Source: an optimization exercise on an open RTL-to-GDS flow (aim: small area and a short achievable clock period). Production flows keep margins and buffers that such runs may drop.
No functional check of the RTL was part of this run.
No activity file was given, so power comes from the tool's default toggle rates.

===== flow/config.mk =====
export PLATFORM = sky130hd
export DESIGN_NAME = systolic_array
export DESIGN_NICKNAME = systolic_array
export VERILOG_FILES = /design/flow/design.v
export SDC_FILE = /design/flow/constraint.sdc
export NUM_CORES = 4
export LEC_CHECK = 0
export CAP_MARGIN = 20
export CORE_MARGIN = 2
export CORE_UTILIZATION = 40
export SETUP_SLACK_MARGIN = 4
export SLEW_MARGIN = 20
export SYNTH_HIERARCHICAL = 1

===== flow/constraint.sdc =====
create_clock -name core_clock -period 9.0 [get_ports {clk}]
set_input_delay 1.8000 -clock core_clock [delete_from_list [all_inputs] [get_ports {clk}]]
set_output_delay 1.8000 -clock core_clock [all_outputs]
set_load 0.01 [all_outputs]

===== flow/design.v =====
module mac (
  input  logic clk, rst,
  input  logic clear,
  input  logic [7:0] a,    
  input  logic [7:0] b,    
  output logic [31:0] accumulate
);
  logic [15:0] lo_q, hi_q;
  logic up_q, dn_q;
  wire [15:0] al = lo_q;
  wire pp1 = a[0] & b[0];
  wire pp2 = a[0] & b[1];
  wire pp3 = a[0] & b[2];
  wire pp4 = a[0] & b[3];
  wire pp5 = a[0] & b[4];
  wire pp6 = a[0] & b[5];
  wire pp7 = a[0] & b[6];
  wire pp8 = ~(a[0] & b[7]);
  wire pp9 = a[1] & b[0];
  wire pp10 = a[1] & b[1];
  wire pp11 = a[1] & b[2];
  wire pp12 = a[1] & b[3];
  wire pp13 = a[1] & b[4];
  wire pp14 = a[1] & b[5];
  wire pp15 = a[1] & b[6];
  wire pp16 = ~(a[1] & b[7]);
  wire pp17 = a[2] & b[0];
  wire pp18 = a[2] & b[1];
  wire pp19 = a[2] & b[2];
  wire pp20 = a[2] & b[3];
  wire pp21 = a[2] & b[4];
  wire pp22 = a[2] & b[5];
  wire pp23 = a[2] & b[6];
  wire pp24 = ~(a[2] & b[7]);
  wire pp25 = a[3] & b[0];
  wire pp26 = a[3] & b[1];
  wire pp27 = a[3] & b[2];
  wire pp28 = a[3] & b[3];
  wire pp29 = a[3] & b[4];
  wire pp30 = a[3] & b[5];
  wire pp31 = a[3] & b[6];
  wire pp32 = ~(a[3] & b[7]);
  wire pp33 = a[4] & b[0];
  wire pp34 = a[4] & b[1];
  wire pp35 = a[4] & b[2];
  wire pp36 = a[4] & b[3];
  wire pp37 = a[4] & b[4];
  wire pp38 = a[4] & b[5];
  wire pp39 = a[4] & b[6];
  wire pp40 = ~(a[4] & b[7]);
  wire pp41 = a[5] & b[0];
  wire pp42 = a[5] & b[1];
  wire pp43 = a[5] & b[2];
  wire pp44 = a[5] & b[3];
  wire pp45 = a[5] & b[4];
  wire pp46 = a[5] & b[5];
  wire pp47 = a[5] & b[6];
  wire pp48 = ~(a[5] & b[7]);
  wire pp49 = a[6] & b[0];
  wire pp50 = a[6] & b[1];
  wire pp51 = a[6] & b[2];
  wire pp52 = a[6] & b[3];
  wire pp53 = a[6] & b[4];
  wire pp54 = a[6] & b[5];
  wire pp55 = a[6] & b[6];
  wire pp56 = ~(a[6] & b[7]);
  wire pp57 = ~(a[7] & b[0]);
  wire pp58 = ~(a[7] & b[1]);
  wire pp59 = ~(a[7] & b[2]);
  wire pp60 = ~(a[7] & b[3]);
  wire pp61 = ~(a[7] & b[4]);
  wire pp62 = ~(a[7] & b[5]);
  wire pp63 = ~(a[7] & b[6]);
  wire pp64 = a[7] & b[7];
  wire s65 = al[5] ^ pp6;
  wire c66 = al[5] & pp6;
  wire s67 = al[6] ^ pp7 ^ pp14;
  wire c68 = (al[6] & pp7) | (al[6] & pp14) | (pp7 & pp14);
  wire s69 = pp21 ^ pp28;
  wire c70 = pp21 & pp28;
  wire s71 = al[7] ^ pp8 ^ pp15;
  wire c72 = (al[7] & pp8) | (al[7] & pp15) | (pp8 & pp15);
  wire s73 = pp22 ^ pp29 ^ pp36;
  wire c74 = (pp22 & pp29) | (pp22 & pp36) | (pp29 & pp36);
  wire s75 = pp43 ^ pp50;
  wire c76 = pp43 & pp50;
  wire s77 = 1'b1 ^ al[8] ^ pp16;
  wire c78 = (1'b1 & al[8]) | (1'b1 & pp16) | (al[8] & pp16);
  wire s79 = pp23 ^ pp30 ^ pp37;
  wire c80 = (pp23 & pp30) | (pp23 & pp37) | (pp30 & pp37);
  wire s81 = pp44 ^ pp51 ^ pp58;
  wire c82 = (pp44 & pp51) | (pp44 & pp58) | (pp51 & pp58);
  wire s83 = al[9] ^ pp24 ^ pp31;
  wire c84 = (al[9] & pp24) | (al[9] & pp31) | (pp24 & pp31);
  wire s85 = pp38 ^ pp45 ^ pp52;
  wire c86 = (pp38 & pp45) | (pp38 & pp52) | (pp45 & pp52);
  wire s87 = al[10] ^ pp32 ^ pp39;
  wire c88 = (al[10] & pp32) | (al[10] & pp39) | (pp32 & pp39);
  wire s89 = al[3] ^ pp4;
  wire c90 = al[3] & pp4;
  wire s91 = al[4] ^ pp5 ^ pp12;
  wire c92 = (al[4] & pp5) | (al[4] & pp12) | (pp5 & pp12);
  wire s93 = pp19 ^ pp26;
  wire c94 = pp19 & pp26;
  wire s95 = pp13 ^ pp20 ^ pp27;
  wire c96 = (pp13 & pp20) | (pp13 & pp27) | (pp20 & pp27);
  wire s97 = pp34 ^ pp41 ^ s65;
  wire c98 = (pp34 & pp41) | (pp34 & s65) | (pp41 & s65);
  wire s99 = pp35 ^ pp42 ^ pp49;
  wire c100 = (pp35 & pp42) | (pp35 & pp49) | (pp42 & pp49);
  wire s101 = c66 ^ s69 ^ s67;
  wire c102 = (c66 & s69) | (c66 & s67) | (s69 & s67);
  wire s103 = pp57 ^ c70 ^ s75;
  wire c104 = (pp57 & c70) | (pp57 & s75) | (c70 & s75);
  wire s105 = c68 ^ s71 ^ s73;
  wire c106 = (c68 & s71) | (c68 & s73) | (s71 & s73);
  wire s107 = c76 ^ c72 ^ c74;
  wire c108 = (c76 & c72) | (c76 & c74) | (c72 & c74);
  wire s109 = s77 ^ s79 ^ s81;
  wire c110 = (s77 & s79) | (s77 & s81) | (s79 & s81);
  wire s111 = pp59 ^ c78 ^ c80;
  wire c112 = (pp59 & c78) | (pp59 & c80) | (c78 & c80);
  wire s113 = c82 ^ s83 ^ s85;
  wire c114 = (c82 & s83) | (c82 & s85) | (s83 & s85);
  wire s115 = pp46 ^ pp53 ^ pp60;
  wire c116 = (pp46 & pp53) | (pp46 & pp60) | (pp53 & pp60);
  wire s117 = c84 ^ c86 ^ s87;
  wire c118 = (c84 & c86) | (c84 & s87) | (c86 & s87);
  wire s119 = al[11] ^ pp40 ^ pp47;
  wire c120 = (al[11] & pp40) | (al[11] & pp47) | (pp40 & pp47);
  wire s121 = pp54 ^ pp61 ^ c88;
  wire c122 = (pp54 & pp61) | (pp54 & c88) | (pp61 & c88);
  wire s123 = al[12] ^ pp48 ^ pp55;
  wire c124 = (al[12] & pp48) | (al[12] & pp55) | (pp48 & pp55);
  wire s125 = al[2] ^ pp3;
  wire c126 = al[2] & pp3;
  wire s127 = pp11 ^ pp18 ^ pp25;
  wire c128 = (pp11 & pp18) | (pp11 & pp25) | (pp18 & pp25);
  wire s129 = pp33 ^ c90 ^ s93;
  wire c130 = (pp33 & c90) | (pp33 & s93) | (c90 & s93);
  wire s131 = c94 ^ c92 ^ s95;
  wire c132 = (c94 & c92) | (c94 & s95) | (c92 & s95);
  wire s133 = c96 ^ s99 ^ c98;
  wire c134 = (c96 & s99) | (c96 & c98) | (s99 & c98);
  wire s135 = c100 ^ s103 ^ c102;
  wire c136 = (c100 & s103) | (c100 & c102) | (s103 & c102);
  wire s137 = c104 ^ c106 ^ s107;
  wire c138 = (c104 & c106) | (c104 & s107) | (c106 & s107);
  wire s139 = c108 ^ c110 ^ s111;
  wire c140 = (c108 & c110) | (c108 & s111) | (c110 & s111);
  wire s141 = s115 ^ c112 ^ c114;
  wire c142 = (s115 & c112) | (s115 & c114) | (c112 & c114);
  wire s143 = c116 ^ s119 ^ c118;
  wire c144 = (c116 & s119) | (c116 & c118) | (s119 & c118);
  wire s145 = pp62 ^ c120 ^ s123;
  wire c146 = (pp62 & c120) | (pp62 & s123) | (c120 & s123);
  wire s147 = al[13] ^ pp56 ^ pp63;
  wire c148 = (al[13] & pp56) | (al[13] & pp63) | (pp56 & pp63);
  wire s149 = al[1] ^ pp2;
  wire c150 = al[1] & pp2;
  wire s151 = pp10 ^ pp17 ^ s125;
  wire c152 = (pp10 & pp17) | (pp10 & s125) | (pp17 & s125);
  wire s153 = c126 ^ s89 ^ s127;
  wire c154 = (c126 & s89) | (c126 & s127) | (s89 & s127);
  wire s155 = c128 ^ s91 ^ s129;
  wire c156 = (c128 & s91) | (c128 & s129) | (s91 & s129);
  wire s157 = c130 ^ s97 ^ s131;
  wire c158 = (c130 & s97) | (c130 & s131) | (s97 & s131);
  wire s159 = c132 ^ s101 ^ s133;
  wire c160 = (c132 & s101) | (c132 & s133) | (s101 & s133);
  wire s161 = s105 ^ c134 ^ s135;
  wire c162 = (s105 & c134) | (s105 & s135) | (c134 & s135);
  wire s163 = s109 ^ c136 ^ s137;
  wire c164 = (s109 & c136) | (s109 & s137) | (c136 & s137);
  wire s165 = s113 ^ c138 ^ s139;
  wire c166 = (s113 & c138) | (s113 & s139) | (c138 & s139);
  wire s167 = s117 ^ c140 ^ s141;
  wire c168 = (s117 & c140) | (s117 & s141) | (c140 & s141);
  wire s169 = s121 ^ c142 ^ s143;
  wire c170 = (s121 & c142) | (s121 & s143) | (c142 & s143);
  wire s171 = c122 ^ s145 ^ c144;
  wire c172 = (c122 & s145) | (c122 & c144) | (s145 & c144);
  wire s173 = c124 ^ s147 ^ c146;
  wire c174 = (c124 & s147) | (c124 & c146) | (s147 & c146);
  wire s175 = al[14] ^ pp64 ^ c148;
  wire c176 = (al[14] & pp64) | (al[14] & c148) | (pp64 & c148);
  wire s177 = 1'b1 ^ al[15];
  wire c178 = 1'b1 & al[15];
  wire [15:0] ra = {c176, c174, c172, c170, c168, c166, c164, c162, c160, c158, c156, c154, c152, c150, s149, al[0]};
  wire [15:0] rb = {s177, s175, s173, s171, s169, s167, s165, s163, s161, s159, s157, s155, s153, s151, pp9, pp1};
  wire [15:0] g0 = ra & rb;
  wire [15:0] p0 = ra ^ rb;
  wire G1_1 = g0[1] | (p0[1] & g0[0]);
  wire P1_1 = p0[1] & p0[0];
  wire G1_3 = g0[3] | (p0[3] & g0[2]);
  wire P1_3 = p0[3] & p0[2];
  wire G1_5 = g0[5] | (p0[5] & g0[4]);
  wire P1_5 = p0[5] & p0[4];
  wire G1_7 = g0[7] | (p0[7] & g0[6]);
  wire P1_7 = p0[7] & p0[6];
  wire G1_9 = g0[9] | (p0[9] & g0[8]);
  wire P1_9 = p0[9] & p0[8];
  wire G1_11 = g0[11] | (p0[11] & g0[10]);
  wire P1_11 = p0[11] & p0[10];
  wire G1_13 = g0[13] | (p0[13] & g0[12]);
  wire P1_13 = p0[13] & p0[12];
  wire G1_15 = g0[15] | (p0[15] & g0[14]);
  wire P1_15 = p0[15] & p0[14];
  wire G2_2 = g0[2] | (p0[2] & G1_1);
  wire P2_2 = p0[2] & P1_1;
  wire G2_3 = G1_3 | (P1_3 & G1_1);
  wire P2_3 = P1_3 & P1_1;
  wire G2_6 = g0[6] | (p0[6] & G1_5);
  wire P2_6 = p0[6] & P1_5;
  wire G2_7 = G1_7 | (P1_7 & G1_5);
  wire P2_7 = P1_7 & P1_5;
  wire G2_10 = g0[10] | (p0[10] & G1_9);
  wire P2_10 = p0[10] & P1_9;
  wire G2_11 = G1_11 | (P1_11 & G1_9);
  wire P2_11 = P1_11 & P1_9;
  wire G2_14 = g0[14] | (p0[14] & G1_13);
  wire P2_14 = p0[14] & P1_13;
  wire G2_15 = G1_15 | (P1_15 & G1_13);
  wire P2_15 = P1_15 & P1_13;
  wire G4_4 = g0[4] | (p0[4] & G2_3);
  wire P4_4 = p0[4] & P2_3;
  wire G4_5 = G1_5 | (P1_5 & G2_3);
  wire P4_5 = P1_5 & P2_3;
  wire G4_6 = G2_6 | (P2_6 & G2_3);
  wire P4_6 = P2_6 & P2_3;
  wire G4_7 = G2_7 | (P2_7 & G2_3);
  wire P4_7 = P2_7 & P2_3;
  wire G4_12 = g0[12] | (p0[12] & G2_11);
  wire P4_12 = p0[12] & P2_11;
  wire G4_13 = G1_13 | (P1_13 & G2_11);
  wire P4_13 = P1_13 & P2_11;
  wire G4_14 = G2_14 | (P2_14 & G2_11);
  wire P4_14 = P2_14 & P2_11;
  wire G4_15 = G2_15 | (P2_15 & G2_11);
  wire P4_15 = P2_15 & P2_11;
  wire G8_8 = g0[8] | (p0[8] & G4_7);
  wire P8_8 = p0[8] & P4_7;
  wire G8_9 = G1_9 | (P1_9 & G4_7);
  wire P8_9 = P1_9 & P4_7;
  wire G8_10 = G2_10 | (P2_10 & G4_7);
  wire P8_10 = P2_10 & P4_7;
  wire G8_11 = G2_11 | (P2_11 & G4_7);
  wire P8_11 = P2_11 & P4_7;
  wire G8_12 = G4_12 | (P4_12 & G4_7);
  wire P8_12 = P4_12 & P4_7;
  wire G8_13 = G4_13 | (P4_13 & G4_7);
  wire P8_13 = P4_13 & P4_7;
  wire G8_14 = G4_14 | (P4_14 & G4_7);
  wire P8_14 = P4_14 & P4_7;
  wire G8_15 = G4_15 | (P4_15 & G4_7);
  wire P8_15 = P4_15 & P4_7;
  wire [16:0] lo;
  assign lo[0] = p0[0];
  assign lo[1] = p0[1] ^ g0[0];
  assign lo[2] = p0[2] ^ G1_1;
  assign lo[3] = p0[3] ^ G2_2;
  assign lo[4] = p0[4] ^ G2_3;
  assign lo[5] = p0[5] ^ G4_4;
  assign lo[6] = p0[6] ^ G4_5;
  assign lo[7] = p0[7] ^ G4_6;
  assign lo[8] = p0[8] ^ G4_7;
  assign lo[9] = p0[9] ^ G8_8;
  assign lo[10] = p0[10] ^ G8_9;
  assign lo[11] = p0[11] ^ G8_10;
  assign lo[12] = p0[12] ^ G8_11;
  assign lo[13] = p0[13] ^ G8_12;
  assign lo[14] = p0[14] ^ G8_13;
  assign lo[15] = p0[15] ^ G8_14;
  assign lo[16] = G8_15;
  wire [1:0] cnt = 2'(c178) + 2'(lo[16]);
  logic [15:0] hi;
  always_comb begin
    for (int i = 0; i < 16; i++) begin
      hi[i] = hi_q[i] ^ ((up_q & (&(hi_q | (16'hffff << i)))) |
                         (dn_q & ~(|(hi_q & ~(16'hffff << i)))));
    end
  end
  assign accumulate = {hi, lo_q};
  always_ff @(posedge clk or posedge rst) begin
    if (rst) begin
      lo_q <= '0;
      hi_q <= '0;
      up_q <= 1'b0;
      dn_q <= 1'b0;
    end else begin
      lo_q <= lo[15:0] & {16{~clear}};
      hi_q <= hi & {16{~clear}};
      up_q <= cnt[1];
      dn_q <= ~cnt[1] & ~cnt[0];
    end
  end
endmodule
module systolic_array #(
  parameter int ROW_DIM = 4
) (
  input logic clk, rst,
  input logic en, clear,
  input logic signed [7:0] row0_in, row1_in, row2_in, row3_in,
  input logic signed [7:0] col0_in, col1_in, col2_in, col3_in,
  output logic signed [31:0] mac00, mac01, mac02, mac03,  
  output logic signed [31:0] mac10, mac11, mac12, mac13,
  output logic signed [31:0] mac20, mac21, mac22, mac23,
  output logic signed [31:0] mac30, mac31, mac32, mac33
);
  logic [7:0] x1 [4], x2 [4], x3 [4];
  logic [3:1] valid;
  logic [7:0] col_in [4];
  assign col_in[0] = col0_in;
  assign col_in[1] = col1_in;
  assign col_in[2] = col2_in;
  assign col_in[3] = col3_in;
  always_ff @(posedge clk or posedge rst) begin
    if (rst) valid <= '0;
    else if (clear) valid <= '0;
    else if (en) valid <= {valid[2:1], 1'b1};
  end
  always_ff @(posedge clk) begin
    if (en) begin
      for (int c = 0; c < 4; c++) begin
        x1[c] <= col_in[c];
        x2[c] <= x1[c];
        x3[c] <= x2[c];
      end
    end
  end
  logic step;
  assign step = en & ~clear;
  logic signed [7:0] r0, r1, r2, r3;
  assign r0 = row0_in & {8{step}};
  assign r1 = row1_in & {8{step & valid[1]}};
  assign r2 = row2_in & {8{step & valid[2]}};
  assign r3 = row3_in & {8{step & valid[3]}};
  mac u00 (.clk, .rst, .clear, .a(r0), .b(col0_in), .accumulate(mac00));
  mac u01 (.clk, .rst, .clear, .a(r1), .b(x1[0]),   .accumulate(mac01));
  mac u02 (.clk, .rst, .clear, .a(r2), .b(x2[0]),   .accumulate(mac02));
  mac u03 (.clk, .rst, .clear, .a(r3), .b(x3[0]),   .accumulate(mac03));
  mac u10 (.clk, .rst, .clear, .a(r0), .b(col1_in), .accumulate(mac10));
  mac u11 (.clk, .rst, .clear, .a(r1), .b(x1[1]),   .accumulate(mac11));
  mac u12 (.clk, .rst, .clear, .a(r2), .b(x2[1]),   .accumulate(mac12));
  mac u13 (.clk, .rst, .clear, .a(r3), .b(x3[1]),   .accumulate(mac13));
  mac u20 (.clk, .rst, .clear, .a(r0), .b(col2_in), .accumulate(mac20));
  mac u21 (.clk, .rst, .clear, .a(r1), .b(x1[2]),   .accumulate(mac21));
  mac u22 (.clk, .rst, .clear, .a(r2), .b(x2[2]),   .accumulate(mac22));
  mac u23 (.clk, .rst, .clear, .a(r3), .b(x3[2]),   .accumulate(mac23));
  mac u30 (.clk, .rst, .clear, .a(r0), .b(col3_in), .accumulate(mac30));
  mac u31 (.clk, .rst, .clear, .a(r1), .b(x1[3]),   .accumulate(mac31));
  mac u32 (.clk, .rst, .clear, .a(r2), .b(x2[3]),   .accumulate(mac32));
  mac u33 (.clk, .rst, .clear, .a(r3), .b(x3[3]),   .accumulate(mac33));
endmodule

===== flow/run.sh =====
#!/bin/bash
# synth_recipe.tcl (not shown) runs the flow's synth.tcl, then flattens the netlist and writes it again
# the make line also repeats each setting of config.mk as NAME=value (left out here)
make -C /OpenROAD-flow-scripts/flow DESIGN_CONFIG=/design/flow/config.mk WORK_HOME=/design/flow/orfs CLKGATE_MAP_FILE= SYNTH_SCRIPT=/design/flow/synth_recipe.tcl finish

==> run summary <==
==> final timing paths <==
check / start / end / slack, ps / depth (start not counted)
max: en / u33.lo_q[15]$_DFF_PP0_ / 3220 / 20
min: u02.lo_q[15]$_DFF_PP0_ / u02.dn_q$_DFF_PP0_ / 500 / 1
max reg2reg: valid[2]$_DFFE_PP0P_ / u12.lo_q[15]$_DFF_PP0_ / 3880 / 14
min reg2reg: u02.lo_q[15]$_DFF_PP0_ / u02.dn_q$_DFF_PP0_ / 500 / 1
max in group asynchronous: rst / u21.lo_q[8]$_DFF_PP0_ / 6500 / 4
min in group asynchronous: rst / valid[1]$_DFFE_PP0P_ / 1400 / 3
==> stage by stage <==
step	std cells	power [mW]	utilization
after global routing	9320	27.0	0.536
final	9328	25.0	0.536
after global placement	8613	18.6	0.466
after floorplan	6094	13.9	-
after CTS	9150	23.6	0.515
after detailed placement	8613	18.8	0.466
==> modules after synthesis, one instance, submodules excluded <==
module / cells inside / copies in the design / flops+latches / area [µm²]
systolic_array: 142 / 1 / 99 / 3250
mac: 372 / 16 / 34 / 3620
==> layout make-up <==
class	count	area share
multi-input cells	4531	0.562
flip-flops and latches	643	0.204
repair buffers	1090	0.126
inverters	865	0.0399
clock buffers	127	0.0327
well taps	2030	0.0312
clock inverters	33	0.00460
diodes	9	0.000277
==> timing repair <==
action,in CTS,in global routing
setup endpoints to repair,355,287
gates cloned,57,14
setup buffers,320,155
pin swaps,240,345
resized for setup,581,495
endpoints found under the hold margin,0,0
==> worst max-delay path, cell delays in order <==
cell     delay, ps
buf_12         120
nor2b_4        130
buf_12         150
buf_16         160
and3_4         250
buf_6          140
and2_4         140
fa_1           510
inv_2           40
fa_2           350
inv_2           70
fa_1           400
fa_1           550
ha_4           220
a21oi_2        130
o21ai_2         70
or3_4          390
o21ai_4        170
o21a_1         180
mux2_2         340
==> cells in the final DEF, fill, tap and decap left out, types with 30 or more instances in the layout <==
cell type	instances
clkbuf_2	39
o22ai_2	35
buf_6	91
a21oi_1	36
o21a_1	45
or3_4	37
xnor2_1	138
clkbuf_16	97
clkdlybuf4s50_1	428
nand2_1	541
and3_4	57
o21ai_0	98
dfrtp_1	542
xor2_1	175
a21oi_4	42
fa_1	719
and2_4	61
nor3_1	66
a21oi_2	50
nand2b_1	48
or2_2	32
buf_12	34
ha_1	290
mux2i_1	30
fa_2	113
buf_2	36
nand2_2	62
dlygate4sd2_1	48
ha_4	74
edfxtp_1	96
nor2b_1	348
nand3_1	96
nand4_1	80
and2_1	535
a21o_1	48
inv_2	56
inv_1	809
nor2_1	195
buf_4	373
==> power by group <==
group	internal (mW)	total [mW]	switching [mW]
registers	3.80	4.81	1.01
logic	8.36	16.5	8.10
clock network	2.25	3.72	1.47
==> kinds of logic (layout without fill, tap and decap cells) <==
logic type	count (synthesis)	count (layout)
compound gates	576	576
flops	643	643
simple gates	2293	2353
mux	50	50
xor+xnor	352	352
other cells	0	9
fa+ha+maj	1200	1200
buf+inv	980	2115
==> routing by layer <==
layer	vias up	GRT usage	wire length [µm]	share of wire
met5	-	0	133	0.00068
met4	20	0.0874	7760	0.040
met3	317	0.0635	13900	0.071
met2	1253	0.413	95900	0.49
met1	24441	0.303	78500	0.40
li1	21799	-	-	-
==> impl_metrics.csv <==
group,metric,value,unit
cts,clock-sinks,643,
floorplan,core_area,152000,µm²
layout,seq_area,16600,µm²
synthesis,syn_nets,7362,
setup_path,start_kind,"primary input",
grt,grt_max_degree,120,
routing,vias,47830,
layout,final_net_count,8487,
synthesis,muxShareOfSynthArea,0.00850,
synthesis,synth_top_family_by_area,"adder cells",
synthesis,syn_area,61200,µm²
placed_design,dp_slack,1260,ps
timing,slew_viol_final,0,
timing,whs,499,ps
worst_hold_path,hold_path.class,"flop to flop",
routing,wl_per_cell,21.0,µm
cts,path_clk_slew,60,ps
cts,cts_root_buf,"clkbuf_16",
outcome,status,"complete, no violations",
routing,initialDrtViolationCount,2347,
floorplan,boundaryPins,580,
routing,first_pass_iters,5,
grt,antenna_found_initial,18,
layout,largest_registers,"x1: 32 flops, x2: 32 flops, x3: 32 flops",
layout,fillers,13439,
timing,finalCriticalPeriod,5780,ps
placed_design,dp.final_hpwl,125,mm
job,maxCapViolCount,0,
setup_path,end_kind,"flop",
layout,drive_above_1_share,0.224,
floorplan,die_y,395,µm
synthesis,asyncSetResetFlopFracSynth,0.851,
cts,cts_tree,"built",
setup_path,crit_type,"primary input to flop",
synthesis,ys_top_cells_by_count,"865 x inv_1, 832 x fa_1, 624 x nand2_1, 584 x and2_1, 547 x dfrtp_1",
timing,finalCritPeriodShare,0.642,
synthesis,avgSynthCellArea,10.0,µm²
layout,final_area,81400,µm²
setup_path,critPathArrivalTime,6330,ps
power,p_leak,38.3,nW
timing,fin_ws,3220,ps
timing,tightestPinTransition,1050,ps
grt,grt_pass1_vias,50083,
floorplan,initial_core_util,0.403,
placed_design,port_buffers,579,
power,powerDensity,307,nW/µm²
grt,grt-ovfl-total,0,
timing,fmax,173,MHz
synthesis,synth_xor_area_frac,0.0504,
synthesis,synth.area.top_cells,"fa_1 27%, dfrtp_1 22%, ha_1 7.5%",
synthesis,synth_top_area_share,0.272,
cts,cts_inserted_buffers,88,
synthesis,synth_cells,6094,
routing,ant_nets,0,
timing,rsz0062_at_grt,"yes",
cts,clockBufferDepth,3,
cts,h-tree-depth,3,
synthesis,yosys.area.top_type,"fa_1",
grt,grt_usage,0.245,
timing,finClkSkew,28.9,ps
synthesis,seq_area_frac_synth,0.271,
floorplan,die-area,156000,µm²
synthesis,synth_cell_type_count,43,
placed_design,gp_congestion,0.855,
timing,slew_headroom,0.302,
cts,clkLatencyLatePin,700,ps
synthesis,yosys.area_share.simple,0.203,
cts,cts_hold_buffers,0,
synthesis,synth_compound_area_frac,0.0589,
routing,drc,0,
power,ir_drop,298,µV
synthesis,synth_adder_area_share,0.347,
synthesis,ys_ff_latch,643,
timing,setup_tns,0,ps
routing,via_per_inst,5.13,
routing,routed_wl,196,mm
layout,area_growth,32.9,%
layout,multiInputGateArea,45700,µm²
timing,hold_viol,0,
floorplan,num_rows,143,
setup_path,cp.required,9550,ps
synthesis,synth_edf_count,96,
grt,grt_pass1_wl,295,mm
floorplan,fp.dieW,395,µm
setup_path,cp_max_fo,8,
timing,setup_viol,0,
synthesis,ys.flop_type,"dfrtp_1",
synthesis,yosysMostFrequentCell,"inv_1",
placed_design,dpl_cell_area,70800,µm²
synthesis,synth_warnings,16,

[port drivers added, routing unchanged]
Ports are ideal in the flow. The routed layout listed here was re-timed in OpenROAD. Step 1 assumes that a clkbuf_16 drives the clock port and a buf_2 every other input. Step 2, shift: input delay + t, output delay - t, t = (earliest + latest rising clock arrival at the registers) / 2. This alone moves slack from input paths to output paths. Three values: no drivers, after step 1, after step 2; two values: the first two.
shift t [ns]: 0.764
setup WS [ns]: 3.220 / 3.112 / 2.349
clock arrival spread, ns: 0.043 / 0.043
pins driven straight from the clock port: 1
After both steps this run still meets setup and hold. The setup slack of this run moves by -0.108 ns with the drivers and by -0.871 ns with both steps.
